This design comes from an exercise in tuning for small area, a short achievable clock period and few clock cycles on the open sky130 flow, not from production work.
In this exercise RTL edits were held to simulation tests only and were not proved equivalent to the original.

File: design/flow/constraint.sdc
create_clock -name core_clock -period 9.0 [get_ports {clk}]
set_input_delay 1.8000 -clock core_clock [delete_from_list [all_inputs] [get_ports {clk}]]
set_output_delay 1.8000 -clock core_clock [all_outputs]
set_load 0.01 [all_outputs]
File: design/flow/config.mk
export PLATFORM = sky130hd
export DESIGN_NAME = MTX_MUL
export DESIGN_NICKNAME = MTX_MUL
export VERILOG_FILES = /design/flow/design.v
export SDC_FILE = /design/flow/constraint.sdc
export NUM_CORES = 4
export LEC_CHECK = 0
export ABC_CLOCK_PERIOD_IN_PS = 4000
export CAP_MARGIN = 20
export CORE_MARGIN = 2
export CORE_UTILIZATION = 65
export SETUP_SLACK_MARGIN = 4.9
export SLEW_MARGIN = 20
export SYNTH_HIERARCHICAL = 1
export SYNTH_MINIMUM_KEEP_SIZE = 0
File: design/flow/design.v
`timescale 1ns / 1ps
module MTX_MUL( MP, ready, m1, m2, load, clk );
	input[7:0] m1, m2;
	input load, clk;
	output[17:0] MP;
	output ready;
	reg [4:0] cnt;
	reg pl, run, rdy;
	wire [4:0] idx = ( load & ~pl ) ? 5'd0 : cnt;
	always @( posedge clk ) begin
		pl  <= load;
		cnt <= idx + 5'd1;
		run <= load | ( run & ( idx != 5'd31 ) );
		rdy <= run & ( idx >= 5'd15 ) & ( idx != 5'd31 );
	end
	reg [7:0] a [0:11];
	integer k;
	always @( posedge clk ) begin
		a[0] <= m1;
		for( k = 1; k < 12; k = k + 1 ) a[k] <= a[k-1];
	end
	reg [7:0] ar0, ar1, ar2, ar3;
	always @( posedge clk ) begin
		if( idx[1:0] == 2'b00 ) begin
			ar0 <= a[11];
			ar1 <= a[10];
		end
		if( idx[1:0] == 2'b01 ) begin
			ar2 <= a[10];
			ar3 <= a[9];
		end
	end
	reg [7:0] b0 [0:3];
	reg [7:0] b1 [0:3];
	reg [7:0] b2 [0:3];
	reg [7:0] b3 [0:3];
	always @( posedge clk ) begin
		b0[0] <= ( load && idx[3:2] == 2'd0 ) ? m2 : b0[3];
		b1[0] <= ( load && idx[3:2] == 2'd1 ) ? m2 : b1[3];
		b2[0] <= ( load && idx[3:2] == 2'd2 ) ? m2 : b2[3];
		b3[0] <= ( load && idx[3:2] == 2'd3 ) ? m2 : b3[3];
		for( k = 1; k < 4; k = k + 1 ) begin
			b0[k] <= b0[k-1];
			b1[k] <= b1[k-1];
			b2[k] <= b2[k-1];
			b3[k] <= b3[k-1];
		end
	end
	wire [7:0] b0t = b0[0];
	wire [7:0] b1t = b1[0];
	wire [7:0] b2t = b2[1];
	wire [7:0] b3t = b3[1];
	reg [16:0] cs1a, cs1b;
	reg [17:0] cs2a, cs2b;
	reg [17:0] mp;
	wire s1_1, s1_2, s1_3, s1_4, s1_5, s1_6, s1_7, s1_8, s1_9, s1_10, s1_11, s1_12, s1_13, s1_14, s1_15, s1_16, s1_17, s1_18, s1_19, s1_20, s1_21, s1_22, s1_23, s1_24, s1_25, s1_26, s1_27, s1_28, s1_29, s1_30, s1_31, s1_32, s1_33, s1_34, s1_35, s1_36, s1_37, s1_38, s1_39, s1_40, s1_41, s1_42, s1_43, s1_44, s1_45, s1_46, s1_47, s1_48, s1_49, s1_50, s1_51, s1_52, s1_53, s1_54, s1_55, s1_56, s1_57, s1_58, s1_59, s1_60, s1_61, s1_62, s1_63, s1_64, s1_65, s1_66, s1_67, s1_68, s1_69, s1_70, s1_71, s1_72, s1_73, s1_74, s1_75, s1_76, s1_77, s1_78, s1_79, s1_80, s1_81, s1_82, s1_83, s1_84, s1_85, s1_86, s1_87, s1_88, s1_89, s1_90, s1_91, s1_92, s1_93, s1_94, s1_95, s1_96, s1_97, s1_98, s1_99, s1_100, s1_101, s1_102, s1_103, s1_104, s1_105, s1_106, s1_107, s1_108, s1_109, s1_110, s1_111, s1_112, s1_113, s1_114, s1_115, s1_116, s1_117, s1_118, s1_119, s1_120, s1_121, s1_122, s1_123, s1_124, s1_125, s1_126, s1_127, s1_128, s1_129, s1_130, s1_131, s1_132, s1_133, s1_134, s1_135, s1_136, s1_137, s1_138, s1_139, s1_140, s1_141, s1_142, s1_143, s1_144, s1_145, s1_146, s1_147, s1_148, s1_149, s1_150, s1_151, s1_152, s1_153, s1_154, s1_155, s1_156, s1_157, s1_158, s1_159, s1_160, s1_161, s1_162, s1_163, s1_164, s1_165, s1_166, s1_167, s1_168, s1_169, s1_170, s1_171, s1_172, s1_173, s1_174, s1_175, s1_176, s1_177, s1_178, s1_179, s1_180, s1_181, s1_182, s1_183, s1_184, s1_185, s1_186, s1_187, s1_188, s1_189, s1_190, s1_191, s1_192, s1_193, s1_194, s1_195, s1_196, s1_197, s1_198, s1_199, s1_200, s1_201, s1_202, s1_203, s1_204, s1_205, s1_206, s1_207, s1_208, s1_209, s1_210;
	MTX_FA u_s1_1 ( .a( ~( ar0[0] & b0t[6] ) ), .b( ~( ar0[1] & b0t[5] ) ), .c( 1'b1 ), .s( s1_1 ), .co( s1_2 ) );
	MTX_FA u_s1_3 ( .a( ~( ar0[0] & b0t[7] ) ), .b( ~( ar0[1] & b0t[6] ) ), .c( ~( ar0[2] & b0t[5] ) ), .s( s1_3 ), .co( s1_4 ) );
	MTX_FA u_s1_5 ( .a( ~( ar0[3] & b0t[4] ) ), .b( ~( ar0[4] & b0t[3] ) ), .c( ~( ar0[5] & b0t[2] ) ), .s( s1_5 ), .co( s1_6 ) );
	MTX_FA u_s1_7 ( .a( ~( ar0[1] & b0t[7] ) ), .b( ~( ar0[2] & b0t[6] ) ), .c( ~( ar0[3] & b0t[5] ) ), .s( s1_7 ), .co( s1_8 ) );
	MTX_FA u_s1_9 ( .a( ~( ar0[4] & b0t[4] ) ), .b( ~( ar0[5] & b0t[3] ) ), .c( 1'b1 ), .s( s1_9 ), .co( s1_10 ) );
	MTX_FA u_s1_11 ( .a( ~( ar0[2] & b0t[7] ) ), .b( ~( ar0[3] & b0t[6] ) ), .c( 1'b1 ), .s( s1_11 ), .co( s1_12 ) );
	MTX_FA u_s1_13 ( .a( ~( ar0[0] & b0t[4] ) ), .b( ~( ar0[1] & b0t[3] ) ), .c( 1'b1 ), .s( s1_13 ), .co( s1_14 ) );
	MTX_FA u_s1_15 ( .a( ~( ar0[0] & b0t[5] ) ), .b( ~( ar0[1] & b0t[4] ) ), .c( ~( ar0[2] & b0t[3] ) ), .s( s1_15 ), .co( s1_16 ) );
	MTX_FA u_s1_17 ( .a( ~( ar0[3] & b0t[2] ) ), .b( ~( ar0[4] & b0t[1] ) ), .c( ~( ar0[5] & b0t[0] ) ), .s( s1_17 ), .co( s1_18 ) );
	MTX_FA u_s1_19 ( .a( ~( ar0[2] & b0t[4] ) ), .b( ~( ar0[3] & b0t[3] ) ), .c( ~( ar0[4] & b0t[2] ) ), .s( s1_19 ), .co( s1_20 ) );
	MTX_FA u_s1_21 ( .a( ~( ar0[5] & b0t[1] ) ), .b( ~( ar0[6] & b0t[0] ) ), .c( ~( ar1[0] & b1t[6] ) ), .s( s1_21 ), .co( s1_22 ) );
	MTX_FA u_s1_23 ( .a( ~( ar1[1] & b1t[5] ) ), .b( ~( ar1[2] & b1t[4] ) ), .c( ~( ar1[3] & b1t[3] ) ), .s( s1_23 ), .co( s1_24 ) );
	MTX_FA u_s1_25 ( .a( ~( ar0[6] & b0t[1] ) ), .b( ~( ar0[7] & b0t[0] ) ), .c( ~( ar1[0] & b1t[7] ) ), .s( s1_25 ), .co( s1_26 ) );
	MTX_FA u_s1_27 ( .a( ~( ar1[1] & b1t[6] ) ), .b( ~( ar1[2] & b1t[5] ) ), .c( ~( ar1[3] & b1t[4] ) ), .s( s1_27 ), .co( s1_28 ) );
	MTX_FA u_s1_29 ( .a( ~( ar1[4] & b1t[3] ) ), .b( ~( ar1[5] & b1t[2] ) ), .c( ~( ar1[6] & b1t[1] ) ), .s( s1_29 ), .co( s1_30 ) );
	MTX_FA u_s1_31 ( .a( ~( ar1[7] & b1t[0] ) ), .b( s1_2 ), .c( 1'b1 ), .s( s1_31 ), .co( s1_32 ) );
	MTX_FA u_s1_33 ( .a( ~( ar0[6] & b0t[2] ) ), .b( ~( ar0[7] & b0t[1] ) ), .c( ~( ar1[1] & b1t[7] ) ), .s( s1_33 ), .co( s1_34 ) );
	MTX_FA u_s1_35 ( .a( ~( ar1[2] & b1t[6] ) ), .b( ~( ar1[3] & b1t[5] ) ), .c( ~( ar1[4] & b1t[4] ) ), .s( s1_35 ), .co( s1_36 ) );
	MTX_FA u_s1_37 ( .a( ~( ar1[5] & b1t[3] ) ), .b( ~( ar1[6] & b1t[2] ) ), .c( ~( ar1[7] & b1t[1] ) ), .s( s1_37 ), .co( s1_38 ) );
	MTX_FA u_s1_39 ( .a( s1_4 ), .b( s1_6 ), .c( s1_7 ), .s( s1_39 ), .co( s1_40 ) );
	MTX_FA u_s1_41 ( .a( ~( ar0[4] & b0t[5] ) ), .b( ~( ar0[5] & b0t[4] ) ), .c( ~( ar0[6] & b0t[3] ) ), .s( s1_41 ), .co( s1_42 ) );
	MTX_FA u_s1_43 ( .a( ~( ar0[7] & b0t[2] ) ), .b( ~( ar1[2] & b1t[7] ) ), .c( ~( ar1[3] & b1t[6] ) ), .s( s1_43 ), .co( s1_44 ) );
	MTX_FA u_s1_45 ( .a( ~( ar1[4] & b1t[5] ) ), .b( ~( ar1[5] & b1t[4] ) ), .c( ~( ar1[6] & b1t[3] ) ), .s( s1_45 ), .co( s1_46 ) );
	MTX_FA u_s1_47 ( .a( ~( ar1[7] & b1t[2] ) ), .b( s1_10 ), .c( s1_11 ), .s( s1_47 ), .co( s1_48 ) );
	MTX_FA u_s1_49 ( .a( ~( ar0[3] & b0t[7] ) ), .b( ~( ar0[4] & b0t[6] ) ), .c( ~( ar0[5] & b0t[5] ) ), .s( s1_49 ), .co( s1_50 ) );
	MTX_FA u_s1_51 ( .a( ~( ar0[6] & b0t[4] ) ), .b( ~( ar0[7] & b0t[3] ) ), .c( ~( ar1[3] & b1t[7] ) ), .s( s1_51 ), .co( s1_52 ) );
	MTX_FA u_s1_53 ( .a( ~( ar1[4] & b1t[6] ) ), .b( ~( ar1[5] & b1t[5] ) ), .c( ~( ar1[6] & b1t[4] ) ), .s( s1_53 ), .co( s1_54 ) );
	MTX_FA u_s1_55 ( .a( ~( ar0[4] & b0t[7] ) ), .b( ~( ar0[5] & b0t[6] ) ), .c( ~( ar0[6] & b0t[5] ) ), .s( s1_55 ), .co( s1_56 ) );
	MTX_FA u_s1_57 ( .a( ~( ar0[0] & b0t[3] ) ), .b( ~( ar0[1] & b0t[2] ) ), .c( ~( ar0[2] & b0t[1] ) ), .s( s1_57 ), .co( s1_58 ) );
	MTX_FA u_s1_59 ( .a( ~( ar0[2] & b0t[2] ) ), .b( ~( ar0[3] & b0t[1] ) ), .c( ~( ar0[4] & b0t[0] ) ), .s( s1_59 ), .co( s1_60 ) );
	MTX_FA u_s1_61 ( .a( ~( ar1[0] & b1t[4] ) ), .b( ~( ar1[1] & b1t[3] ) ), .c( ~( ar1[2] & b1t[2] ) ), .s( s1_61 ), .co( s1_62 ) );
	MTX_FA u_s1_63 ( .a( ~( ar1[0] & b1t[5] ) ), .b( ~( ar1[1] & b1t[4] ) ), .c( ~( ar1[2] & b1t[3] ) ), .s( s1_63 ), .co( s1_64 ) );
	MTX_FA u_s1_65 ( .a( ~( ar1[3] & b1t[2] ) ), .b( ~( ar1[4] & b1t[1] ) ), .c( ~( ar1[5] & b1t[0] ) ), .s( s1_65 ), .co( s1_66 ) );
	MTX_FA u_s1_67 ( .a( s1_14 ), .b( s1_15 ), .c( 1'b1 ), .s( s1_67 ), .co( s1_68 ) );
	MTX_FA u_s1_69 ( .a( ~( ar1[4] & b1t[2] ) ), .b( ~( ar1[5] & b1t[1] ) ), .c( ~( ar1[6] & b1t[0] ) ), .s( s1_69 ), .co( s1_70 ) );
	MTX_FA u_s1_71 ( .a( s1_1 ), .b( s1_16 ), .c( s1_18 ), .s( s1_71 ), .co( s1_72 ) );
	MTX_FA u_s1_73 ( .a( s1_19 ), .b( s1_21 ), .c( s1_23 ), .s( s1_73 ), .co( s1_74 ) );
	MTX_FA u_s1_75 ( .a( s1_20 ), .b( s1_22 ), .c( s1_24 ), .s( s1_75 ), .co( s1_76 ) );
	MTX_FA u_s1_77 ( .a( s1_25 ), .b( s1_27 ), .c( s1_29 ), .s( s1_77 ), .co( s1_78 ) );
	MTX_FA u_s1_79 ( .a( s1_3 ), .b( s1_5 ), .c( s1_31 ), .s( s1_79 ), .co( s1_80 ) );
	MTX_FA u_s1_81 ( .a( s1_26 ), .b( s1_28 ), .c( s1_30 ), .s( s1_81 ), .co( s1_82 ) );
	MTX_FA u_s1_83 ( .a( s1_33 ), .b( s1_35 ), .c( s1_37 ), .s( s1_83 ), .co( s1_84 ) );
	MTX_FA u_s1_85 ( .a( s1_9 ), .b( s1_32 ), .c( s1_39 ), .s( s1_85 ), .co( s1_86 ) );
	MTX_FA u_s1_87 ( .a( s1_34 ), .b( s1_36 ), .c( s1_38 ), .s( s1_87 ), .co( s1_88 ) );
	MTX_FA u_s1_89 ( .a( s1_41 ), .b( s1_43 ), .c( s1_45 ), .s( s1_89 ), .co( s1_90 ) );
	MTX_FA u_s1_91 ( .a( s1_8 ), .b( s1_40 ), .c( s1_47 ), .s( s1_91 ), .co( s1_92 ) );
	MTX_FA u_s1_93 ( .a( ~( ar1[7] & b1t[3] ) ), .b( s1_12 ), .c( s1_42 ), .s( s1_93 ), .co( s1_94 ) );
	MTX_FA u_s1_95 ( .a( s1_44 ), .b( s1_46 ), .c( s1_49 ), .s( s1_95 ), .co( s1_96 ) );
	MTX_FA u_s1_97 ( .a( s1_51 ), .b( s1_53 ), .c( s1_48 ), .s( s1_97 ), .co( s1_98 ) );
	MTX_FA u_s1_99 ( .a( ~( ar0[7] & b0t[4] ) ), .b( ~( ar1[4] & b1t[7] ) ), .c( ~( ar1[5] & b1t[6] ) ), .s( s1_99 ), .co( s1_100 ) );
	MTX_FA u_s1_101 ( .a( ~( ar1[6] & b1t[5] ) ), .b( ~( ar1[7] & b1t[4] ) ), .c( s1_50 ), .s( s1_101 ), .co( s1_102 ) );
	MTX_FA u_s1_103 ( .a( s1_52 ), .b( s1_54 ), .c( s1_55 ), .s( s1_103 ), .co( s1_104 ) );
	MTX_FA u_s1_105 ( .a( ~( ar0[5] & b0t[7] ) ), .b( ~( ar0[6] & b0t[6] ) ), .c( ~( ar0[7] & b0t[5] ) ), .s( s1_105 ), .co( s1_106 ) );
	MTX_FA u_s1_107 ( .a( ~( ar1[5] & b1t[7] ) ), .b( ~( ar1[6] & b1t[6] ) ), .c( ~( ar1[7] & b1t[5] ) ), .s( s1_107 ), .co( s1_108 ) );
	MTX_FA u_s1_109 ( .a( ~( ar0[0] & b0t[2] ) ), .b( ~( ar0[1] & b0t[1] ) ), .c( ~( ar0[2] & b0t[0] ) ), .s( s1_109 ), .co( s1_110 ) );
	MTX_FA u_s1_111 ( .a( ~( ar0[3] & b0t[0] ) ), .b( ~( ar1[0] & b1t[3] ) ), .c( ~( ar1[1] & b1t[2] ) ), .s( s1_111 ), .co( s1_112 ) );
	MTX_FA u_s1_113 ( .a( ~( ar1[2] & b1t[1] ) ), .b( ~( ar1[3] & b1t[0] ) ), .c( 1'b1 ), .s( s1_113 ), .co( s1_114 ) );
	MTX_FA u_s1_115 ( .a( ~( ar1[3] & b1t[1] ) ), .b( ~( ar1[4] & b1t[0] ) ), .c( s1_13 ), .s( s1_115 ), .co( s1_116 ) );
	MTX_FA u_s1_117 ( .a( s1_58 ), .b( s1_59 ), .c( s1_61 ), .s( s1_117 ), .co( s1_118 ) );
	MTX_FA u_s1_119 ( .a( s1_17 ), .b( s1_60 ), .c( s1_62 ), .s( s1_119 ), .co( s1_120 ) );
	MTX_FA u_s1_121 ( .a( s1_63 ), .b( s1_65 ), .c( s1_67 ), .s( s1_121 ), .co( s1_122 ) );
	MTX_FA u_s1_123 ( .a( s1_64 ), .b( s1_66 ), .c( s1_69 ), .s( s1_123 ), .co( s1_124 ) );
	MTX_FA u_s1_125 ( .a( s1_68 ), .b( s1_71 ), .c( s1_73 ), .s( s1_125 ), .co( s1_126 ) );
	MTX_FA u_s1_127 ( .a( s1_70 ), .b( s1_72 ), .c( s1_74 ), .s( s1_127 ), .co( s1_128 ) );
	MTX_FA u_s1_129 ( .a( s1_75 ), .b( s1_77 ), .c( s1_79 ), .s( s1_129 ), .co( s1_130 ) );
	MTX_FA u_s1_131 ( .a( s1_76 ), .b( s1_78 ), .c( s1_81 ), .s( s1_131 ), .co( s1_132 ) );
	MTX_FA u_s1_133 ( .a( s1_83 ), .b( s1_80 ), .c( s1_85 ), .s( s1_133 ), .co( s1_134 ) );
	MTX_FA u_s1_135 ( .a( s1_82 ), .b( s1_84 ), .c( s1_87 ), .s( s1_135 ), .co( s1_136 ) );
	MTX_FA u_s1_137 ( .a( s1_89 ), .b( s1_86 ), .c( s1_91 ), .s( s1_137 ), .co( s1_138 ) );
	MTX_FA u_s1_139 ( .a( s1_88 ), .b( s1_90 ), .c( s1_93 ), .s( s1_139 ), .co( s1_140 ) );
	MTX_FA u_s1_141 ( .a( s1_95 ), .b( s1_92 ), .c( s1_97 ), .s( s1_141 ), .co( s1_142 ) );
	MTX_FA u_s1_143 ( .a( s1_99 ), .b( s1_101 ), .c( s1_103 ), .s( s1_143 ), .co( s1_144 ) );
	MTX_FA u_s1_145 ( .a( s1_94 ), .b( s1_96 ), .c( s1_98 ), .s( s1_145 ), .co( s1_146 ) );
	MTX_FA u_s1_147 ( .a( s1_100 ), .b( s1_105 ), .c( s1_107 ), .s( s1_147 ), .co( s1_148 ) );
	MTX_FA u_s1_149 ( .a( s1_56 ), .b( s1_102 ), .c( s1_104 ), .s( s1_149 ), .co( s1_150 ) );
	MTX_FA u_s1_151 ( .a( ~( ar0[6] & b0t[7] ) ), .b( ~( ar0[7] & b0t[6] ) ), .c( ~( ar1[6] & b1t[7] ) ), .s( s1_151 ), .co( s1_152 ) );
	MTX_FA u_s1_153 ( .a( ~( ar1[7] & b1t[6] ) ), .b( s1_106 ), .c( s1_108 ), .s( s1_153 ), .co( s1_154 ) );
	MTX_FA u_s1_155 ( .a( ~( ar0[0] & b0t[1] ) ), .b( ~( ar0[1] & b0t[0] ) ), .c( 1'b1 ), .s( s1_155 ), .co( s1_156 ) );
	MTX_FA u_s1_157 ( .a( ~( ar1[0] & b1t[2] ) ), .b( ~( ar1[1] & b1t[1] ) ), .c( ~( ar1[2] & b1t[0] ) ), .s( s1_157 ), .co( s1_158 ) );
	MTX_FA u_s1_159 ( .a( s1_110 ), .b( s1_111 ), .c( s1_113 ), .s( s1_159 ), .co( s1_160 ) );
	MTX_FA u_s1_161 ( .a( s1_112 ), .b( s1_114 ), .c( s1_115 ), .s( s1_161 ), .co( s1_162 ) );
	MTX_FA u_s1_163 ( .a( s1_116 ), .b( s1_118 ), .c( s1_119 ), .s( s1_163 ), .co( s1_164 ) );
	MTX_FA u_s1_165 ( .a( s1_120 ), .b( s1_123 ), .c( s1_122 ), .s( s1_165 ), .co( s1_166 ) );
	MTX_FA u_s1_167 ( .a( s1_124 ), .b( s1_126 ), .c( s1_127 ), .s( s1_167 ), .co( s1_168 ) );
	MTX_FA u_s1_169 ( .a( s1_128 ), .b( s1_131 ), .c( s1_130 ), .s( s1_169 ), .co( s1_170 ) );
	MTX_FA u_s1_171 ( .a( s1_132 ), .b( s1_135 ), .c( s1_134 ), .s( s1_171 ), .co( s1_172 ) );
	MTX_FA u_s1_173 ( .a( s1_136 ), .b( s1_139 ), .c( s1_138 ), .s( s1_173 ), .co( s1_174 ) );
	MTX_FA u_s1_175 ( .a( s1_140 ), .b( s1_143 ), .c( s1_142 ), .s( s1_175 ), .co( s1_176 ) );
	MTX_FA u_s1_177 ( .a( s1_147 ), .b( s1_144 ), .c( s1_149 ), .s( s1_177 ), .co( s1_178 ) );
	MTX_FA u_s1_179 ( .a( s1_151 ), .b( s1_148 ), .c( s1_153 ), .s( s1_179 ), .co( s1_180 ) );
	MTX_FA u_s1_181 ( .a( ~( ar0[7] & b0t[7] ) ), .b( ~( ar1[7] & b1t[7] ) ), .c( s1_152 ), .s( s1_181 ), .co( s1_182 ) );
	MTX_FA u_s1_183 ( .a( ~( ar1[0] & b1t[1] ) ), .b( ~( ar1[1] & b1t[0] ) ), .c( 1'b1 ), .s( s1_183 ), .co( s1_184 ) );
	MTX_FA u_s1_185 ( .a( s1_109 ), .b( s1_156 ), .c( s1_157 ), .s( s1_185 ), .co( s1_186 ) );
	MTX_FA u_s1_187 ( .a( s1_158 ), .b( s1_57 ), .c( s1_159 ), .s( s1_187 ), .co( s1_188 ) );
	MTX_FA u_s1_189 ( .a( s1_117 ), .b( s1_160 ), .c( s1_161 ), .s( s1_189 ), .co( s1_190 ) );
	MTX_FA u_s1_191 ( .a( s1_121 ), .b( s1_162 ), .c( s1_163 ), .s( s1_191 ), .co( s1_192 ) );
	MTX_FA u_s1_193 ( .a( s1_125 ), .b( s1_164 ), .c( s1_165 ), .s( s1_193 ), .co( s1_194 ) );
	MTX_FA u_s1_195 ( .a( s1_129 ), .b( s1_166 ), .c( s1_167 ), .s( s1_195 ), .co( s1_196 ) );
	MTX_FA u_s1_197 ( .a( s1_133 ), .b( s1_168 ), .c( s1_169 ), .s( s1_197 ), .co( s1_198 ) );
	MTX_FA u_s1_199 ( .a( s1_137 ), .b( s1_170 ), .c( s1_171 ), .s( s1_199 ), .co( s1_200 ) );
	MTX_FA u_s1_201 ( .a( s1_141 ), .b( s1_172 ), .c( s1_173 ), .s( s1_201 ), .co( s1_202 ) );
	MTX_FA u_s1_203 ( .a( s1_145 ), .b( s1_174 ), .c( s1_175 ), .s( s1_203 ), .co( s1_204 ) );
	MTX_FA u_s1_205 ( .a( s1_146 ), .b( s1_177 ), .c( s1_176 ), .s( s1_205 ), .co( s1_206 ) );
	MTX_FA u_s1_207 ( .a( s1_150 ), .b( s1_179 ), .c( s1_178 ), .s( s1_207 ), .co( s1_208 ) );
	MTX_FA u_s1_209 ( .a( s1_154 ), .b( s1_181 ), .c( s1_180 ), .s( s1_209 ), .co( s1_210 ) );
	wire [16:0] s1a = { 1'b1, s1_182, s1_209, s1_207, s1_205, s1_203, s1_201, s1_199, s1_197, s1_195, s1_193, s1_191, s1_189, s1_187, s1_185, s1_155, ~( ar0[0] & b0t[0] ) };
	wire [16:0] s1b = { 1'b1, s1_210, s1_208, s1_206, s1_204, s1_202, s1_200, s1_198, s1_196, s1_194, s1_192, s1_190, s1_188, s1_186, s1_184, s1_183, ~( ar1[0] & b1t[0] ) };
	wire s2_1, s2_2, s2_3, s2_4, s2_5, s2_6, s2_7, s2_8, s2_9, s2_10, s2_11, s2_12, s2_13, s2_14, s2_15, s2_16, s2_17, s2_18, s2_19, s2_20, s2_21, s2_22, s2_23, s2_24, s2_25, s2_26, s2_27, s2_28, s2_29, s2_30, s2_31, s2_32, s2_33, s2_34, s2_35, s2_36, s2_37, s2_38, s2_39, s2_40, s2_41, s2_42, s2_43, s2_44, s2_45, s2_46, s2_47, s2_48, s2_49, s2_50, s2_51, s2_52, s2_53, s2_54, s2_55, s2_56, s2_57, s2_58, s2_59, s2_60, s2_61, s2_62, s2_63, s2_64, s2_65, s2_66, s2_67, s2_68, s2_69, s2_70, s2_71, s2_72, s2_73, s2_74, s2_75, s2_76, s2_77, s2_78, s2_79, s2_80, s2_81, s2_82, s2_83, s2_84, s2_85, s2_86, s2_87, s2_88, s2_89, s2_90, s2_91, s2_92, s2_93, s2_94, s2_95, s2_96, s2_97, s2_98, s2_99, s2_100, s2_101, s2_102, s2_103, s2_104, s2_105, s2_106, s2_107, s2_108, s2_109, s2_110, s2_111, s2_112, s2_113, s2_114, s2_115, s2_116, s2_117, s2_118, s2_119, s2_120, s2_121, s2_122, s2_123, s2_124, s2_125, s2_126, s2_127, s2_128, s2_129, s2_130, s2_131, s2_132, s2_133, s2_134, s2_135, s2_136, s2_137, s2_138, s2_139, s2_140, s2_141, s2_142, s2_143, s2_144, s2_145, s2_146, s2_147, s2_148, s2_149, s2_150, s2_151, s2_152, s2_153, s2_154, s2_155, s2_156, s2_157, s2_158, s2_159, s2_160, s2_161, s2_162, s2_163, s2_164, s2_165, s2_166, s2_167, s2_168, s2_169, s2_170, s2_171, s2_172, s2_173, s2_174, s2_175, s2_176, s2_177, s2_178, s2_179, s2_180, s2_181, s2_182, s2_183, s2_184, s2_185, s2_186, s2_187, s2_188, s2_189, s2_190, s2_191, s2_192, s2_193, s2_194, s2_195, s2_196, s2_197, s2_198, s2_199, s2_200, s2_201, s2_202, s2_203, s2_204, s2_205, s2_206, s2_207, s2_208, s2_209, s2_210, s2_211, s2_212, s2_213, s2_214, s2_215, s2_216, s2_217, s2_218, s2_219, s2_220, s2_221, s2_222, s2_223, s2_224, s2_225, s2_226, s2_227, s2_228, s2_229, s2_230, s2_231, s2_232, s2_233, s2_234, s2_235, s2_236, s2_237, s2_238, s2_239, s2_240, s2_241, s2_242, s2_243, s2_244, s2_245, s2_246, s2_247, s2_248, s2_249, s2_250, s2_251, s2_252, s2_253, s2_254, s2_255, s2_256, s2_257, s2_258, s2_259, s2_260, s2_261, s2_262, s2_263, s2_264, s2_265, s2_266, s2_267, s2_268, s2_269, s2_270, s2_271, s2_272, s2_273, s2_274;
	MTX_FA u_s2_1 ( .a( cs1a[5] ), .b( cs1b[5] ), .c( 1'b1 ), .s( s2_1 ), .co( s2_2 ) );
	MTX_FA u_s2_3 ( .a( cs1a[6] ), .b( cs1b[6] ), .c( ~( ar2[0] & b2t[6] ) ), .s( s2_3 ), .co( s2_4 ) );
	MTX_FA u_s2_5 ( .a( ~( ar2[1] & b2t[5] ) ), .b( ~( ar2[2] & b2t[4] ) ), .c( ~( ar2[3] & b2t[3] ) ), .s( s2_5 ), .co( s2_6 ) );
	MTX_FA u_s2_7 ( .a( cs1a[7] ), .b( cs1b[7] ), .c( ~( ar2[0] & b2t[7] ) ), .s( s2_7 ), .co( s2_8 ) );
	MTX_FA u_s2_9 ( .a( ~( ar2[1] & b2t[6] ) ), .b( ~( ar2[2] & b2t[5] ) ), .c( ~( ar2[3] & b2t[4] ) ), .s( s2_9 ), .co( s2_10 ) );
	MTX_FA u_s2_11 ( .a( ~( ar2[4] & b2t[3] ) ), .b( ~( ar2[5] & b2t[2] ) ), .c( ~( ar2[6] & b2t[1] ) ), .s( s2_11 ), .co( s2_12 ) );
	MTX_FA u_s2_13 ( .a( ~( ar2[7] & b2t[0] ) ), .b( ~( ar3[0] & b3t[7] ) ), .c( 1'b1 ), .s( s2_13 ), .co( s2_14 ) );
	MTX_FA u_s2_15 ( .a( cs1a[8] ), .b( cs1b[8] ), .c( ~( ar2[1] & b2t[7] ) ), .s( s2_15 ), .co( s2_16 ) );
	MTX_FA u_s2_17 ( .a( ~( ar2[2] & b2t[6] ) ), .b( ~( ar2[3] & b2t[5] ) ), .c( ~( ar2[4] & b2t[4] ) ), .s( s2_17 ), .co( s2_18 ) );
	MTX_FA u_s2_19 ( .a( ~( ar2[5] & b2t[3] ) ), .b( ~( ar2[6] & b2t[2] ) ), .c( ~( ar2[7] & b2t[1] ) ), .s( s2_19 ), .co( s2_20 ) );
	MTX_FA u_s2_21 ( .a( ~( ar3[1] & b3t[7] ) ), .b( ~( ar3[2] & b3t[6] ) ), .c( 1'b1 ), .s( s2_21 ), .co( s2_22 ) );
	MTX_FA u_s2_23 ( .a( cs1a[9] ), .b( cs1b[9] ), .c( ~( ar2[2] & b2t[7] ) ), .s( s2_23 ), .co( s2_24 ) );
	MTX_FA u_s2_25 ( .a( ~( ar2[3] & b2t[6] ) ), .b( ~( ar2[4] & b2t[5] ) ), .c( ~( ar2[5] & b2t[4] ) ), .s( s2_25 ), .co( s2_26 ) );
	MTX_FA u_s2_27 ( .a( ~( ar2[6] & b2t[3] ) ), .b( ~( ar2[7] & b2t[2] ) ), .c( 1'b1 ), .s( s2_27 ), .co( s2_28 ) );
	MTX_FA u_s2_29 ( .a( cs1a[10] ), .b( cs1b[10] ), .c( ~( ar2[3] & b2t[7] ) ), .s( s2_29 ), .co( s2_30 ) );
	MTX_FA u_s2_31 ( .a( cs1a[3] ), .b( cs1b[3] ), .c( 1'b1 ), .s( s2_31 ), .co( s2_32 ) );
	MTX_FA u_s2_33 ( .a( cs1a[4] ), .b( cs1b[4] ), .c( ~( ar2[0] & b2t[4] ) ), .s( s2_33 ), .co( s2_34 ) );
	MTX_FA u_s2_35 ( .a( ~( ar2[1] & b2t[3] ) ), .b( ~( ar2[2] & b2t[2] ) ), .c( ~( ar2[3] & b2t[1] ) ), .s( s2_35 ), .co( s2_36 ) );
	MTX_FA u_s2_37 ( .a( ~( ar2[0] & b2t[5] ) ), .b( ~( ar2[1] & b2t[4] ) ), .c( ~( ar2[2] & b2t[3] ) ), .s( s2_37 ), .co( s2_38 ) );
	MTX_FA u_s2_39 ( .a( ~( ar2[3] & b2t[2] ) ), .b( ~( ar2[4] & b2t[1] ) ), .c( ~( ar2[5] & b2t[0] ) ), .s( s2_39 ), .co( s2_40 ) );
	MTX_FA u_s2_41 ( .a( ~( ar3[0] & b3t[5] ) ), .b( ~( ar3[1] & b3t[4] ) ), .c( ~( ar3[2] & b3t[3] ) ), .s( s2_41 ), .co( s2_42 ) );
	MTX_FA u_s2_43 ( .a( ~( ar2[4] & b2t[2] ) ), .b( ~( ar2[5] & b2t[1] ) ), .c( ~( ar2[6] & b2t[0] ) ), .s( s2_43 ), .co( s2_44 ) );
	MTX_FA u_s2_45 ( .a( ~( ar3[0] & b3t[6] ) ), .b( ~( ar3[1] & b3t[5] ) ), .c( ~( ar3[2] & b3t[4] ) ), .s( s2_45 ), .co( s2_46 ) );
	MTX_FA u_s2_47 ( .a( ~( ar3[3] & b3t[3] ) ), .b( ~( ar3[4] & b3t[2] ) ), .c( ~( ar3[5] & b3t[1] ) ), .s( s2_47 ), .co( s2_48 ) );
	MTX_FA u_s2_49 ( .a( ~( ar3[6] & b3t[0] ) ), .b( s2_2 ), .c( 1'b1 ), .s( s2_49 ), .co( s2_50 ) );
	MTX_FA u_s2_51 ( .a( ~( ar3[1] & b3t[6] ) ), .b( ~( ar3[2] & b3t[5] ) ), .c( ~( ar3[3] & b3t[4] ) ), .s( s2_51 ), .co( s2_52 ) );
	MTX_FA u_s2_53 ( .a( ~( ar3[4] & b3t[3] ) ), .b( ~( ar3[5] & b3t[2] ) ), .c( ~( ar3[6] & b3t[1] ) ), .s( s2_53 ), .co( s2_54 ) );
	MTX_FA u_s2_55 ( .a( ~( ar3[7] & b3t[0] ) ), .b( s2_11 ), .c( s2_13 ), .s( s2_55 ), .co( s2_56 ) );
	MTX_FA u_s2_57 ( .a( s2_4 ), .b( s2_6 ), .c( s2_7 ), .s( s2_57 ), .co( s2_58 ) );
	MTX_FA u_s2_59 ( .a( ~( ar3[3] & b3t[5] ) ), .b( ~( ar3[4] & b3t[4] ) ), .c( ~( ar3[5] & b3t[3] ) ), .s( s2_59 ), .co( s2_60 ) );
	MTX_FA u_s2_61 ( .a( ~( ar3[6] & b3t[2] ) ), .b( ~( ar3[7] & b3t[1] ) ), .c( s2_10 ), .s( s2_61 ), .co( s2_62 ) );
	MTX_FA u_s2_63 ( .a( s2_12 ), .b( s2_14 ), .c( s2_15 ), .s( s2_63 ), .co( s2_64 ) );
	MTX_FA u_s2_65 ( .a( s2_17 ), .b( s2_19 ), .c( s2_21 ), .s( s2_65 ), .co( s2_66 ) );
	MTX_FA u_s2_67 ( .a( ~( ar3[2] & b3t[7] ) ), .b( ~( ar3[3] & b3t[6] ) ), .c( ~( ar3[4] & b3t[5] ) ), .s( s2_67 ), .co( s2_68 ) );
	MTX_FA u_s2_69 ( .a( ~( ar3[5] & b3t[4] ) ), .b( ~( ar3[6] & b3t[3] ) ), .c( ~( ar3[7] & b3t[2] ) ), .s( s2_69 ), .co( s2_70 ) );
	MTX_FA u_s2_71 ( .a( s2_16 ), .b( s2_18 ), .c( s2_20 ), .s( s2_71 ), .co( s2_72 ) );
	MTX_FA u_s2_73 ( .a( s2_22 ), .b( s2_23 ), .c( s2_25 ), .s( s2_73 ), .co( s2_74 ) );
	MTX_FA u_s2_75 ( .a( ~( ar2[4] & b2t[6] ) ), .b( ~( ar2[5] & b2t[5] ) ), .c( ~( ar2[6] & b2t[4] ) ), .s( s2_75 ), .co( s2_76 ) );
	MTX_FA u_s2_77 ( .a( ~( ar2[7] & b2t[3] ) ), .b( ~( ar3[3] & b3t[7] ) ), .c( ~( ar3[4] & b3t[6] ) ), .s( s2_77 ), .co( s2_78 ) );
	MTX_FA u_s2_79 ( .a( ~( ar3[5] & b3t[5] ) ), .b( ~( ar3[6] & b3t[4] ) ), .c( ~( ar3[7] & b3t[3] ) ), .s( s2_79 ), .co( s2_80 ) );
	MTX_FA u_s2_81 ( .a( s2_24 ), .b( s2_26 ), .c( s2_28 ), .s( s2_81 ), .co( s2_82 ) );
	MTX_FA u_s2_83 ( .a( cs1a[11] ), .b( cs1b[11] ), .c( ~( ar2[4] & b2t[7] ) ), .s( s2_83 ), .co( s2_84 ) );
	MTX_FA u_s2_85 ( .a( ~( ar2[5] & b2t[6] ) ), .b( ~( ar2[6] & b2t[5] ) ), .c( ~( ar2[7] & b2t[4] ) ), .s( s2_85 ), .co( s2_86 ) );
	MTX_FA u_s2_87 ( .a( ~( ar3[4] & b3t[7] ) ), .b( ~( ar3[5] & b3t[6] ) ), .c( ~( ar3[6] & b3t[5] ) ), .s( s2_87 ), .co( s2_88 ) );
	MTX_FA u_s2_89 ( .a( cs1a[12] ), .b( cs1b[12] ), .c( ~( ar2[5] & b2t[7] ) ), .s( s2_89 ), .co( s2_90 ) );
	MTX_FA u_s2_91 ( .a( cs1a[2] ), .b( cs1b[2] ), .c( ~( ar2[0] & b2t[2] ) ), .s( s2_91 ), .co( s2_92 ) );
	MTX_FA u_s2_93 ( .a( ~( ar2[0] & b2t[3] ) ), .b( ~( ar2[1] & b2t[2] ) ), .c( ~( ar2[2] & b2t[1] ) ), .s( s2_93 ), .co( s2_94 ) );
	MTX_FA u_s2_95 ( .a( ~( ar2[3] & b2t[0] ) ), .b( ~( ar3[0] & b3t[3] ) ), .c( ~( ar3[1] & b3t[2] ) ), .s( s2_95 ), .co( s2_96 ) );
	MTX_FA u_s2_97 ( .a( ~( ar2[4] & b2t[0] ) ), .b( ~( ar3[0] & b3t[4] ) ), .c( ~( ar3[1] & b3t[3] ) ), .s( s2_97 ), .co( s2_98 ) );
	MTX_FA u_s2_99 ( .a( ~( ar3[2] & b3t[2] ) ), .b( ~( ar3[3] & b3t[1] ) ), .c( ~( ar3[4] & b3t[0] ) ), .s( s2_99 ), .co( s2_100 ) );
	MTX_FA u_s2_101 ( .a( s2_32 ), .b( s2_33 ), .c( 1'b1 ), .s( s2_101 ), .co( s2_102 ) );
	MTX_FA u_s2_103 ( .a( ~( ar3[3] & b3t[2] ) ), .b( ~( ar3[4] & b3t[1] ) ), .c( ~( ar3[5] & b3t[0] ) ), .s( s2_103 ), .co( s2_104 ) );
	MTX_FA u_s2_105 ( .a( s2_1 ), .b( s2_34 ), .c( s2_36 ), .s( s2_105 ), .co( s2_106 ) );
	MTX_FA u_s2_107 ( .a( s2_37 ), .b( s2_39 ), .c( s2_41 ), .s( s2_107 ), .co( s2_108 ) );
	MTX_FA u_s2_109 ( .a( s2_3 ), .b( s2_38 ), .c( s2_40 ), .s( s2_109 ), .co( s2_110 ) );
	MTX_FA u_s2_111 ( .a( s2_42 ), .b( s2_43 ), .c( s2_45 ), .s( s2_111 ), .co( s2_112 ) );
	MTX_FA u_s2_113 ( .a( s2_47 ), .b( s2_5 ), .c( s2_49 ), .s( s2_113 ), .co( s2_114 ) );
	MTX_FA u_s2_115 ( .a( s2_44 ), .b( s2_46 ), .c( s2_48 ), .s( s2_115 ), .co( s2_116 ) );
	MTX_FA u_s2_117 ( .a( s2_51 ), .b( s2_53 ), .c( s2_9 ), .s( s2_117 ), .co( s2_118 ) );
	MTX_FA u_s2_119 ( .a( s2_50 ), .b( s2_55 ), .c( s2_57 ), .s( s2_119 ), .co( s2_120 ) );
	MTX_FA u_s2_121 ( .a( s2_52 ), .b( s2_54 ), .c( s2_59 ), .s( s2_121 ), .co( s2_122 ) );
	MTX_FA u_s2_123 ( .a( s2_8 ), .b( s2_56 ), .c( s2_58 ), .s( s2_123 ), .co( s2_124 ) );
	MTX_FA u_s2_125 ( .a( s2_61 ), .b( s2_63 ), .c( s2_65 ), .s( s2_125 ), .co( s2_126 ) );
	MTX_FA u_s2_127 ( .a( s2_27 ), .b( s2_60 ), .c( s2_67 ), .s( s2_127 ), .co( s2_128 ) );
	MTX_FA u_s2_129 ( .a( s2_69 ), .b( s2_62 ), .c( s2_64 ), .s( s2_129 ), .co( s2_130 ) );
	MTX_FA u_s2_131 ( .a( s2_66 ), .b( s2_71 ), .c( s2_73 ), .s( s2_131 ), .co( s2_132 ) );
	MTX_FA u_s2_133 ( .a( s2_29 ), .b( s2_68 ), .c( s2_70 ), .s( s2_133 ), .co( s2_134 ) );
	MTX_FA u_s2_135 ( .a( s2_75 ), .b( s2_77 ), .c( s2_79 ), .s( s2_135 ), .co( s2_136 ) );
	MTX_FA u_s2_137 ( .a( s2_72 ), .b( s2_74 ), .c( s2_81 ), .s( s2_137 ), .co( s2_138 ) );
	MTX_FA u_s2_139 ( .a( ~( ar3[7] & b3t[4] ) ), .b( s2_30 ), .c( s2_76 ), .s( s2_139 ), .co( s2_140 ) );
	MTX_FA u_s2_141 ( .a( s2_78 ), .b( s2_80 ), .c( s2_83 ), .s( s2_141 ), .co( s2_142 ) );
	MTX_FA u_s2_143 ( .a( s2_85 ), .b( s2_87 ), .c( s2_82 ), .s( s2_143 ), .co( s2_144 ) );
	MTX_FA u_s2_145 ( .a( ~( ar2[6] & b2t[6] ) ), .b( ~( ar2[7] & b2t[5] ) ), .c( ~( ar3[5] & b3t[7] ) ), .s( s2_145 ), .co( s2_146 ) );
	MTX_FA u_s2_147 ( .a( ~( ar3[6] & b3t[6] ) ), .b( ~( ar3[7] & b3t[5] ) ), .c( s2_84 ), .s( s2_147 ), .co( s2_148 ) );
	MTX_FA u_s2_149 ( .a( s2_86 ), .b( s2_88 ), .c( s2_89 ), .s( s2_149 ), .co( s2_150 ) );
	MTX_FA u_s2_151 ( .a( cs1a[13] ), .b( cs1b[13] ), .c( ~( ar2[6] & b2t[7] ) ), .s( s2_151 ), .co( s2_152 ) );
	MTX_FA u_s2_153 ( .a( ~( ar2[7] & b2t[6] ) ), .b( ~( ar3[6] & b3t[7] ) ), .c( ~( ar3[7] & b3t[6] ) ), .s( s2_153 ), .co( s2_154 ) );
	MTX_FA u_s2_155 ( .a( cs1a[1] ), .b( cs1b[1] ), .c( ~( ar2[0] & b2t[1] ) ), .s( s2_155 ), .co( s2_156 ) );
	MTX_FA u_s2_157 ( .a( ~( ar2[1] & b2t[1] ) ), .b( ~( ar2[2] & b2t[0] ) ), .c( ~( ar3[0] & b3t[2] ) ), .s( s2_157 ), .co( s2_158 ) );
	MTX_FA u_s2_159 ( .a( ~( ar3[1] & b3t[1] ) ), .b( ~( ar3[2] & b3t[0] ) ), .c( 1'b1 ), .s( s2_159 ), .co( s2_160 ) );
	MTX_FA u_s2_161 ( .a( ~( ar3[2] & b3t[1] ) ), .b( ~( ar3[3] & b3t[0] ) ), .c( s2_31 ), .s( s2_161 ), .co( s2_162 ) );
	MTX_FA u_s2_163 ( .a( s2_92 ), .b( s2_93 ), .c( s2_95 ), .s( s2_163 ), .co( s2_164 ) );
	MTX_FA u_s2_165 ( .a( s2_35 ), .b( s2_94 ), .c( s2_96 ), .s( s2_165 ), .co( s2_166 ) );
	MTX_FA u_s2_167 ( .a( s2_97 ), .b( s2_99 ), .c( s2_101 ), .s( s2_167 ), .co( s2_168 ) );
	MTX_FA u_s2_169 ( .a( s2_100 ), .b( s2_103 ), .c( s2_98 ), .s( s2_169 ), .co( s2_170 ) );
	MTX_FA u_s2_171 ( .a( s2_102 ), .b( s2_105 ), .c( s2_107 ), .s( s2_171 ), .co( s2_172 ) );
	MTX_FA u_s2_173 ( .a( s2_104 ), .b( s2_106 ), .c( s2_108 ), .s( s2_173 ), .co( s2_174 ) );
	MTX_FA u_s2_175 ( .a( s2_109 ), .b( s2_111 ), .c( s2_113 ), .s( s2_175 ), .co( s2_176 ) );
	MTX_FA u_s2_177 ( .a( s2_110 ), .b( s2_112 ), .c( s2_115 ), .s( s2_177 ), .co( s2_178 ) );
	MTX_FA u_s2_179 ( .a( s2_117 ), .b( s2_114 ), .c( s2_119 ), .s( s2_179 ), .co( s2_180 ) );
	MTX_FA u_s2_181 ( .a( s2_116 ), .b( s2_118 ), .c( s2_121 ), .s( s2_181 ), .co( s2_182 ) );
	MTX_FA u_s2_183 ( .a( s2_120 ), .b( s2_123 ), .c( s2_125 ), .s( s2_183 ), .co( s2_184 ) );
	MTX_FA u_s2_185 ( .a( s2_122 ), .b( s2_127 ), .c( s2_124 ), .s( s2_185 ), .co( s2_186 ) );
	MTX_FA u_s2_187 ( .a( s2_126 ), .b( s2_129 ), .c( s2_131 ), .s( s2_187 ), .co( s2_188 ) );
	MTX_FA u_s2_189 ( .a( s2_128 ), .b( s2_133 ), .c( s2_135 ), .s( s2_189 ), .co( s2_190 ) );
	MTX_FA u_s2_191 ( .a( s2_130 ), .b( s2_132 ), .c( s2_137 ), .s( s2_191 ), .co( s2_192 ) );
	MTX_FA u_s2_193 ( .a( s2_134 ), .b( s2_136 ), .c( s2_139 ), .s( s2_193 ), .co( s2_194 ) );
	MTX_FA u_s2_195 ( .a( s2_141 ), .b( s2_138 ), .c( s2_143 ), .s( s2_195 ), .co( s2_196 ) );
	MTX_FA u_s2_197 ( .a( s2_145 ), .b( s2_140 ), .c( s2_142 ), .s( s2_197 ), .co( s2_198 ) );
	MTX_FA u_s2_199 ( .a( s2_147 ), .b( s2_149 ), .c( s2_144 ), .s( s2_199 ), .co( s2_200 ) );
	MTX_FA u_s2_201 ( .a( s2_146 ), .b( s2_151 ), .c( s2_153 ), .s( s2_201 ), .co( s2_202 ) );
	MTX_FA u_s2_203 ( .a( s2_90 ), .b( s2_148 ), .c( s2_150 ), .s( s2_203 ), .co( s2_204 ) );
	MTX_FA u_s2_205 ( .a( cs1a[14] ), .b( cs1b[14] ), .c( ~( ar2[7] & b2t[7] ) ), .s( s2_205 ), .co( s2_206 ) );
	MTX_FA u_s2_207 ( .a( ~( ar3[7] & b3t[7] ) ), .b( s2_152 ), .c( s2_154 ), .s( s2_207 ), .co( s2_208 ) );
	MTX_FA u_s2_209 ( .a( cs1a[0] ), .b( cs1b[0] ), .c( 1'b1 ), .s( s2_209 ), .co( s2_210 ) );
	MTX_FA u_s2_211 ( .a( ~( ar2[1] & b2t[0] ) ), .b( ~( ar3[0] & b3t[1] ) ), .c( ~( ar3[1] & b3t[0] ) ), .s( s2_211 ), .co( s2_212 ) );
	MTX_FA u_s2_213 ( .a( s2_156 ), .b( s2_157 ), .c( s2_159 ), .s( s2_213 ), .co( s2_214 ) );
	MTX_FA u_s2_215 ( .a( s2_158 ), .b( s2_160 ), .c( s2_161 ), .s( s2_215 ), .co( s2_216 ) );
	MTX_FA u_s2_217 ( .a( s2_162 ), .b( s2_164 ), .c( s2_165 ), .s( s2_217 ), .co( s2_218 ) );
	MTX_FA u_s2_219 ( .a( s2_166 ), .b( s2_169 ), .c( s2_168 ), .s( s2_219 ), .co( s2_220 ) );
	MTX_FA u_s2_221 ( .a( s2_170 ), .b( s2_172 ), .c( s2_173 ), .s( s2_221 ), .co( s2_222 ) );
	MTX_FA u_s2_223 ( .a( s2_174 ), .b( s2_177 ), .c( s2_176 ), .s( s2_223 ), .co( s2_224 ) );
	MTX_FA u_s2_225 ( .a( s2_178 ), .b( s2_181 ), .c( s2_180 ), .s( s2_225 ), .co( s2_226 ) );
	MTX_FA u_s2_227 ( .a( s2_182 ), .b( s2_184 ), .c( s2_185 ), .s( s2_227 ), .co( s2_228 ) );
	MTX_FA u_s2_229 ( .a( s2_189 ), .b( s2_186 ), .c( s2_188 ), .s( s2_229 ), .co( s2_230 ) );
	MTX_FA u_s2_231 ( .a( s2_190 ), .b( s2_193 ), .c( s2_192 ), .s( s2_231 ), .co( s2_232 ) );
	MTX_FA u_s2_233 ( .a( s2_194 ), .b( s2_197 ), .c( s2_196 ), .s( s2_233 ), .co( s2_234 ) );
	MTX_FA u_s2_235 ( .a( s2_201 ), .b( s2_198 ), .c( s2_203 ), .s( s2_235 ), .co( s2_236 ) );
	MTX_FA u_s2_237 ( .a( s2_205 ), .b( s2_202 ), .c( s2_207 ), .s( s2_237 ), .co( s2_238 ) );
	MTX_FA u_s2_239 ( .a( cs1a[15] ), .b( cs1b[15] ), .c( s2_206 ), .s( s2_239 ), .co( s2_240 ) );
	MTX_FA u_s2_241 ( .a( ~( ar2[0] & b2t[0] ) ), .b( ~( ar3[0] & b3t[0] ) ), .c( 1'b1 ), .s( s2_241 ), .co( s2_242 ) );
	MTX_FA u_s2_243 ( .a( s2_155 ), .b( s2_210 ), .c( s2_211 ), .s( s2_243 ), .co( s2_244 ) );
	MTX_FA u_s2_245 ( .a( s2_212 ), .b( s2_91 ), .c( s2_213 ), .s( s2_245 ), .co( s2_246 ) );
	MTX_FA u_s2_247 ( .a( s2_163 ), .b( s2_214 ), .c( s2_215 ), .s( s2_247 ), .co( s2_248 ) );
	MTX_FA u_s2_249 ( .a( s2_167 ), .b( s2_216 ), .c( s2_217 ), .s( s2_249 ), .co( s2_250 ) );
	MTX_FA u_s2_251 ( .a( s2_171 ), .b( s2_218 ), .c( s2_219 ), .s( s2_251 ), .co( s2_252 ) );
	MTX_FA u_s2_253 ( .a( s2_175 ), .b( s2_220 ), .c( s2_221 ), .s( s2_253 ), .co( s2_254 ) );
	MTX_FA u_s2_255 ( .a( s2_179 ), .b( s2_222 ), .c( s2_223 ), .s( s2_255 ), .co( s2_256 ) );
	MTX_FA u_s2_257 ( .a( s2_183 ), .b( s2_224 ), .c( s2_225 ), .s( s2_257 ), .co( s2_258 ) );
	MTX_FA u_s2_259 ( .a( s2_187 ), .b( s2_226 ), .c( s2_227 ), .s( s2_259 ), .co( s2_260 ) );
	MTX_FA u_s2_261 ( .a( s2_191 ), .b( s2_228 ), .c( s2_229 ), .s( s2_261 ), .co( s2_262 ) );
	MTX_FA u_s2_263 ( .a( s2_195 ), .b( s2_230 ), .c( s2_231 ), .s( s2_263 ), .co( s2_264 ) );
	MTX_FA u_s2_265 ( .a( s2_199 ), .b( s2_232 ), .c( s2_233 ), .s( s2_265 ), .co( s2_266 ) );
	MTX_FA u_s2_267 ( .a( s2_200 ), .b( s2_235 ), .c( s2_234 ), .s( s2_267 ), .co( s2_268 ) );
	MTX_FA u_s2_269 ( .a( s2_204 ), .b( s2_237 ), .c( s2_236 ), .s( s2_269 ), .co( s2_270 ) );
	MTX_FA u_s2_271 ( .a( s2_208 ), .b( s2_239 ), .c( s2_238 ), .s( s2_271 ), .co( s2_272 ) );
	MTX_FA u_s2_273 ( .a( cs1a[16] ), .b( cs1b[16] ), .c( s2_240 ), .s( s2_273 ), .co( s2_274 ) );
	wire [17:0] s2a = { s2_274, s2_273, s2_271, s2_269, s2_267, s2_265, s2_263, s2_261, s2_259, s2_257, s2_255, s2_253, s2_251, s2_249, s2_247, s2_245, s2_243, s2_209 };
	wire [17:0] s2b = { 1'b1, s2_272, s2_270, s2_268, s2_266, s2_264, s2_262, s2_260, s2_258, s2_256, s2_254, s2_252, s2_250, s2_248, s2_246, s2_244, s2_242, s2_241 };
	always @( posedge clk ) begin
		cs1a <= s1a;
		cs1b <= s1b;
		cs2a <= s2a;
		cs2b <= s2b;
		mp <= ~( cs2a + cs2b + 18'd1 );
	end
	assign ready = rdy & ~load;
	assign MP = mp;
endmodule
module MTX_FA( a, b, c, s, co );
	input a, b, c;
	output s, co;
	assign s = a ^ b ^ c;
	assign co = ( a & b ) | ( a & c ) | ( b & c );
endmodule
module MTX_HAN( a, b, s, co );
	input a, b;
	output s, co;
	assign s = ~( a ^ b );
	assign co = a | b;
endmodule
File: design/flow/run.sh
#!/bin/bash
# synth_recipe.tcl (not shown) runs the flow's synth.tcl, then flattens the netlist and writes it again
# the make line also repeats each setting of config.mk as NAME=value (left out here)
make -C /OpenROAD-flow-scripts/flow DESIGN_CONFIG=/design/flow/config.mk WORK_HOME=/design/flow/orfs CLKGATE_MAP_FILE= SYNTH_SCRIPT=/design/flow/synth_recipe.tcl finish
==> results of run 1 <==
per-module statistics from Yosys (local to each module, per instance):
| module | area [µm²] | cells | times used | flip-flops and latches |
|---|---|---|---|---|
| MTX_FA | 20.0 | 1 | 242 | 0 |
| MTX_MUL | 9930 | 845 | 1 | 349 |
synth_stat cells (all sizes together) (3+ instances only):
cell type / n / share of area [%]
dfxtp: 317 / 43
nand2: 268 / 6.8
fa: 243 / 33
clkbuf: 67 / 1.7
edfxtp: 32 / 6.5
mux2: 32 / 2.4
ha: 22 / 1.9
a21oi: 11 / 0.37
inv: 10 / 0.25
a21o: 8 / 0.42
o21ai: 8 / 0.27
xnor2: 8 / 0.47
xor2: 7 / 0.42
nand3: 6 / 0.20
nand2b: 5 / 0.21
nor2: 5 / 0.13
a211o: 3 / 0.18
and3: 3 / 0.13
nand4: 3 / 0.13
cell families after synthesis:
| logic type | count (synthesis) |
|---|---|
| DFF | 349 |
| and+or+nand+nor | 299 |
| adders and majority gates | 265 |
| buffers and inverters | 79 |
| AOI/OAI and AO/OA | 46 |
| muxes | 33 |
| xor gates and xnor gates | 15 |
| other | 1 |
stage by stage:
step	std cells	hold WS, ns
3_5_place_dp	1359	0.312
5_1_grt	1419	0.328
4_1_cts	1419	0.319
6_report	1419	0.319
2_1_floorplan	1107	0.310
3_3_place_gp	1359	0.310
area by class of cell:
cell class | count | area share, %
clock buffers | 48 | 6.12
clock inverters | 12 | 0.860
repair buffers | 36 | 2.13
well taps | 285 | 2.17
flip-flops and latches | 349 | 44.5
inverters | 10 | 0.228
multi-input cells | 679 | 44.0
registers in the layout, indices dropped and copies added (netlist names):
signal / count
run: 1
ar0: 8
b3: 32
cs2b: 17
cs2a: 18
cs1a: 16
a: 96
b2: 32
b0: 32
pl: 1
b1: 32
ar3: 8
cnt: 5
ar1: 8
rdy: 1
mp: 18
ar2: 8
cs1b: 16
per-layer routing:
metal  wire length [µm]  share of wire (%)
met5                  0                  0
met4                946                3.5
met3               1400                5.1
met2              14000                 52
met1              10800                 40
what timing repair did:
item / 4_1_cts / 5_1_grt
endpoints found under the setup margin: 1 / 1
hold buffers: 0 / 0
gates resized for setup: 7 / 1
how the worst max path moves through the flow:
stage | cells past startpoint | start | end | slack [ns]
final | 3 | load | ready | 5.03
after detailed placement | 3 | load | ready | 4.17
after global placement | 3 | load | ready | 4.20
after global routing | 3 | load | ready | 4.96
after floorplan | 2 | load | ready | 5.06
after CTS | 3 | load | ready | 4.92
critical path, cell delays in order:
cell,delay [ns]
buf_2,0.14
nor2b_1,0.10
buf_2,0.13
==> impl_metrics.ini, run 1 <==
[outcome]
outcome = finished clean

[synth]
syn-instance-count = 1087
synth_xor_area_share_pct = 0.889
synth_mux_area_share_pct = 2.51
synth_top_family_by_area = adder cells
synth_edf_count = 32
synth-seq-cells = 349
ys_seq_area_share_pct = 49.5
yosys_warnings = 12
synth_compound_area_share_pct = 2.25
syn-cell-area_um2 = 14800
synth-simple-area-share_pct = 8.03
synthArstFlopShare_pct = 0
synth_flop_cell = dfxtp_1
synth-adder-area-share_pct = 34.8
synth_cell_type_count = 43
syn_avg_cell_area_um2 = 13.6

[floorplan]
coreArea_um2 = 22500
die_h_um = 155
die_x_um = 155
dieArea_um2 = 23900
rows = 55
initial_core_util_pct = 65.6
top_level_ports = 37

[placed_design]
port_buffers = 36
dp_hpwl_um = 19800
gp_congestion = 0.896
place_ws_ns = 4.17
dpl-instance-area_um2 = 15300

[clock_network]
numCtsBuffers = 34
worstSkewPairLatency_ns = 0.52
clock_tree.root_cell = clkbuf_16
clock_sinks = 349
postCtsSetupBuffers = 0
clk_pin_slew_ns = 0.06
cts_max_level = 2
clock_path_buffers = 3
cts_tree = done

[routing]
viasPerCell = 5.44
firstDrtPassIters = 5
drtIter0Drc = 368
drtAntennaViolNets = 0
wirelength_um = 27200
vias = 7717
drc_errors = 0
avgRoutedWirePerCell_um = 19.2

[finish]
mostFrequentLayoutCells = dfxtp_1 (317), nand2_1 (268), fa_1 (243), clkbuf_16 (36), clkdlybuf4s50_1 (34)
n_antenna_cell = 0
area_growth_pct = 11.3
fin_util_pct = 73.0
drive_gt1_share_pct = 8.29
seq_area_um2 = 7310
multi_input_comb_area_um2 = 7240
stdcell_area_um2 = 16400
fillers = 1522
layout.nets = 1393
final_common_cell = dfxtp_1

[global_route]
grt-ovfl-total = 0
gr-usage-all-layers_pct = 24.8
met3_usage_pct = 4.12
use_met2_pct = 43.6
grt_pass1_vias = 8611
antenna_found_initial = 0
grt_pass1_wl_um = 45000
grt_max_degree = 18
grt_use_met1_pct = 31.3
top_usage_layer = met2

[hold_path]
whs_endpoint = b3[1][3]
worstHoldPathType = flip-flop to flip-flop
hold_depth = 0
min_from = b3[0][3]

[sta]
final.period_utilization_pct = 44.1
tightest_slew_ns = 0.866
slew_violations = 0
slew_headroom_pct = 41.9
rsz0062_at_grt = false
setup_viol = 0
fmax_mhz = 252
finalClockSkew_ns = 0.0260
tns_ns = 0
hold_viol = 0
min_period_ns = 3.97
setup_slack_ns = 5.03

[flow_run]
cap_violations = 0

[setup_path]
timing.rr.start = b2[1][6]
worst-setup-path-type = primary input to primary output
crit_fanout = 8
ff2ff_setup_slack_ns = 5.21
cp-start-kind = primary input
cp.arrival_ns = 2.17
worstPathRequired_ns = 7.20
end_kind = primary output
timing.rr.end = cs2a[9]
ff2ff_path_depth = 7
Testbench counts, summed over its fixed seeds: cycles 6,144.
==> inputs of run 2 (changes only) <==
--- a/design/flow/config.mk
+++ b/design/flow/config.mk
@@ -9,5 +9,5 @@
 export CAP_MARGIN = 20
 export CORE_MARGIN = 2
-export CORE_UTILIZATION = 65
+export CORE_UTILIZATION = 40
 export SETUP_SLACK_MARGIN = 4.9
 export SLEW_MARGIN = 20
==> run 2 against run 1 <==
First-iteration DRC count is 18% lower. Count of clock-buffer cells in the layout is 1 higher. Wire length is 2.7% higher. Sequential cell count stayed put.
==> impl_metrics.ini, run 2 <==
[floorplan]
initial_core_util_pct = 40.4
dieArea_um2 = 38500
die_h_um = 196
top_level_ports = 37
die_x_um = 196
rows = 70
coreArea_um2 = 36500

[sta]
hold_viol = 0
tns_ns = 0
final.period_utilization_pct = 44.2
fmax_mhz = 251
slew_violations = 0
min_period_ns = 3.98
fin_hold_ws_ns = 0.323
setup_viol = 0
rsz0062_at_grt = false
finalClockSkew_ns = 0.0198
slew_headroom_pct = 36.0
tightest_slew_ns = 0.957

[synth]
synth_cell_type_count = 43
synth-seq-cells = 349
syn-cell-area_um2 = 14800
synth_edf_count = 32
ys_seq_area_share_pct = 49.5
yosysTopAreaCell = dfxtp_1
syn-instance-count = 1087
syn_avg_cell_area_um2 = 13.6
synthArstFlopShare_pct = 0
yosys_warnings = 12
synth_top_area_share_pct = 43.0
synthTopCellsByArea = dfxtp_1 (43%), fa_1 (33%), nand2_1 (6.8%), edfxtp_1 (6.5%), mux2_2 (2.4%)
synth_flop_cell = dfxtp_1
synth_common_cells = dfxtp_1 (317), nand2_1 (268), fa_1 (243)
yosysMostFrequentCell = dfxtp_1

[routing]
vias = 7732
viasPerCell = 4.81
drtAntennaViolNets = 0
avgRoutedWirePerCell_um = 17.3
drtIter0Drc = 302
firstDrtPassIters = 5
drc_errors = 0
wirelength_um = 27900

[outcome]
outcome = finished clean

[placed_design]
dp_hpwl_um = 20600
gp_congestion = 0.843
port_buffers = 36
placedCellCount = 1542
dpl-instance-area_um2 = 15500

[global_route]
grt_pass1_vias = 8907
grt-ovfl-total = 0
antenna_found_initial = 0
top_usage_layer = met2
grt_pass1_wl_um = 46400
use_met2_pct = 28.4
gr-usage-all-layers_pct = 15.8
met3_usage_pct = 3.28
grt_max_degree = 17
grt_use_met1_pct = 18.6

[finish]
regMostFlops = a
area_growth_pct = 13.8
stdcell_area_um2 = 16800
n_antenna_cell = 0
largest_reg_flops = 96
fin_util_pct = 46.0
final_common_cell = dfxtp_1
instances_no_fill = 1609
fillers = 3236
mostFrequentLayoutCells = dfxtp_1 (317), nand2_1 (268), fa_1 (243), clkbuf_16 (40), clkdlybuf4s50_1 (34)
drive_gt1_share_pct = 8.76
layout.nets = 1396

[setup_path]
ff2ff_path_depth = 7
cp-start-kind = primary input
cp.arrival_ns = 2.18
worst-setup-path-type = primary input to primary output
crit_fanout = 8
worstPathRequired_ns = 7.20
end_kind = primary output

[clock_network]
postCtsSetupBuffers = 0
worstSkewPairLatency_ns = 0.53
cts_tree = done
clock_path_buffers = 3
holdBufCountCts = 0
cts_max_level = 2
numCtsBuffers = 37
clk_pin_slew_ns = 0.06
clock_tree.root_cell = clkbuf_16
clock_sinks = 349

[hold_path]
hold_depth = 0
worstHoldPathType = flip-flop to flip-flop

[flow_run]
cap_violations = 0
run 2: cell count changes in the layout (fill, tap and decap cells not counted), sizes merged:
| cell | before | now |
|---|---|---|
| clkbuf | 48 | 49 |
| clkinv | 8 | 5 |
| bufinv | 1 | 4 |
| clkinvlp | 0 | 5 |
| inv | 13 | 14 |
run 2: through the flow:
step           setup WS, ns
2_1_floorplan          5.06
3_3_place_gp           4.18
3_5_place_dp           4.17
4_1_cts                4.90
5_1_grt                4.98
6_report               5.02
run 2: critical path: stages:
cell and delay [ns]:
buf_2 0.14, nor2b_1 0.11, buf_2 0.13
run 2: per-layer routing:
layer	routed length (µm)	up-vias
met5	0	-
met4	776	0
met3	1340	50
met2	14500	192
met1	11200	4049
li1	-	3441
run 2: final timing paths:
kind              to      from  slack [ns]
min          a[4][2]   a[3][2]        0.32
min reg2reg  a[4][2]   a[3][2]        0.32
max            ready      load        5.02
max reg2reg  cs2a[9]  b3[1][6]        5.20
run 2: logic make-up after synthesis:
| group | share of synthesized area (%) |
|---|---|
| other | 0.0254 |
| multiplexers | 2.51 |
| XOR/XNOR | 0.889 |
| adder cells (fa/ha/maj) | 34.8 |
| AO/OA/AOI/OAI | 2.25 |
| buffers and inverters | 2.02 |
| AND/OR/NAND/NOR | 8.03 |
| flip-flops | 49.5 |
run 2: area by class of cell:
cell class	count	area, µm²	share of cell area (%)
Timing Repair Buffer	36	350	2.08
Sequential cell	349	7310	43.5
Clock inverter	18	240	1.43
Inverter	10	37.5	0.223
Multi-Input combinational cell	679	7240	43.1
Clock buffer	49	1050	6.27
Tap cell	468	586	3.48
run 2: per-module statistics from Yosys (local to each module, per instance):
| module | cells | flops+latches | times used | area (µm²) |
|---|---|---|---|---|
| MTX_FA | 1 | 0 | 242 | 20.0 |
| MTX_MUL | 845 | 349 | 1 | 9930 |
run 2: repair_timing:
action	in CTS	in global routing
setup endpoints to repair	1	1
resized for setup	7	1
pin swaps	0	0

==> static timing again, ports no longer ideal <==
The flow's constraints put no driver on any port. The routed layouts listed below were extracted and timed again, unchanged, in two steps.
Step 1 assumes that a clkbuf_16 drives the clock port and a buf_2 every other input.
Step 2 also shifts input and output timing later by t, the mid clock arrival at the registers, as if the neighbouring blocks saw the same clock.
Three values: ideal ports, drivers, drivers and shift; two values: the first two.
| run | t, ns | setup WS [ns] | latest minus earliest clock arrival (ns) | worst register clock-pin slew, ns |
|---|---|---|---|---|
| run 1 | 0.558 | 5.030 / 5.011 / 5.011 | 0.027 / 0.027 | 0.07 / 0.07 |
| run 2 | 0.577 | 5.022 / 5.003 / 5.003 | 0.020 / 0.020 | 0.07 / 0.07 |
After both steps every run listed still meets setup and hold.
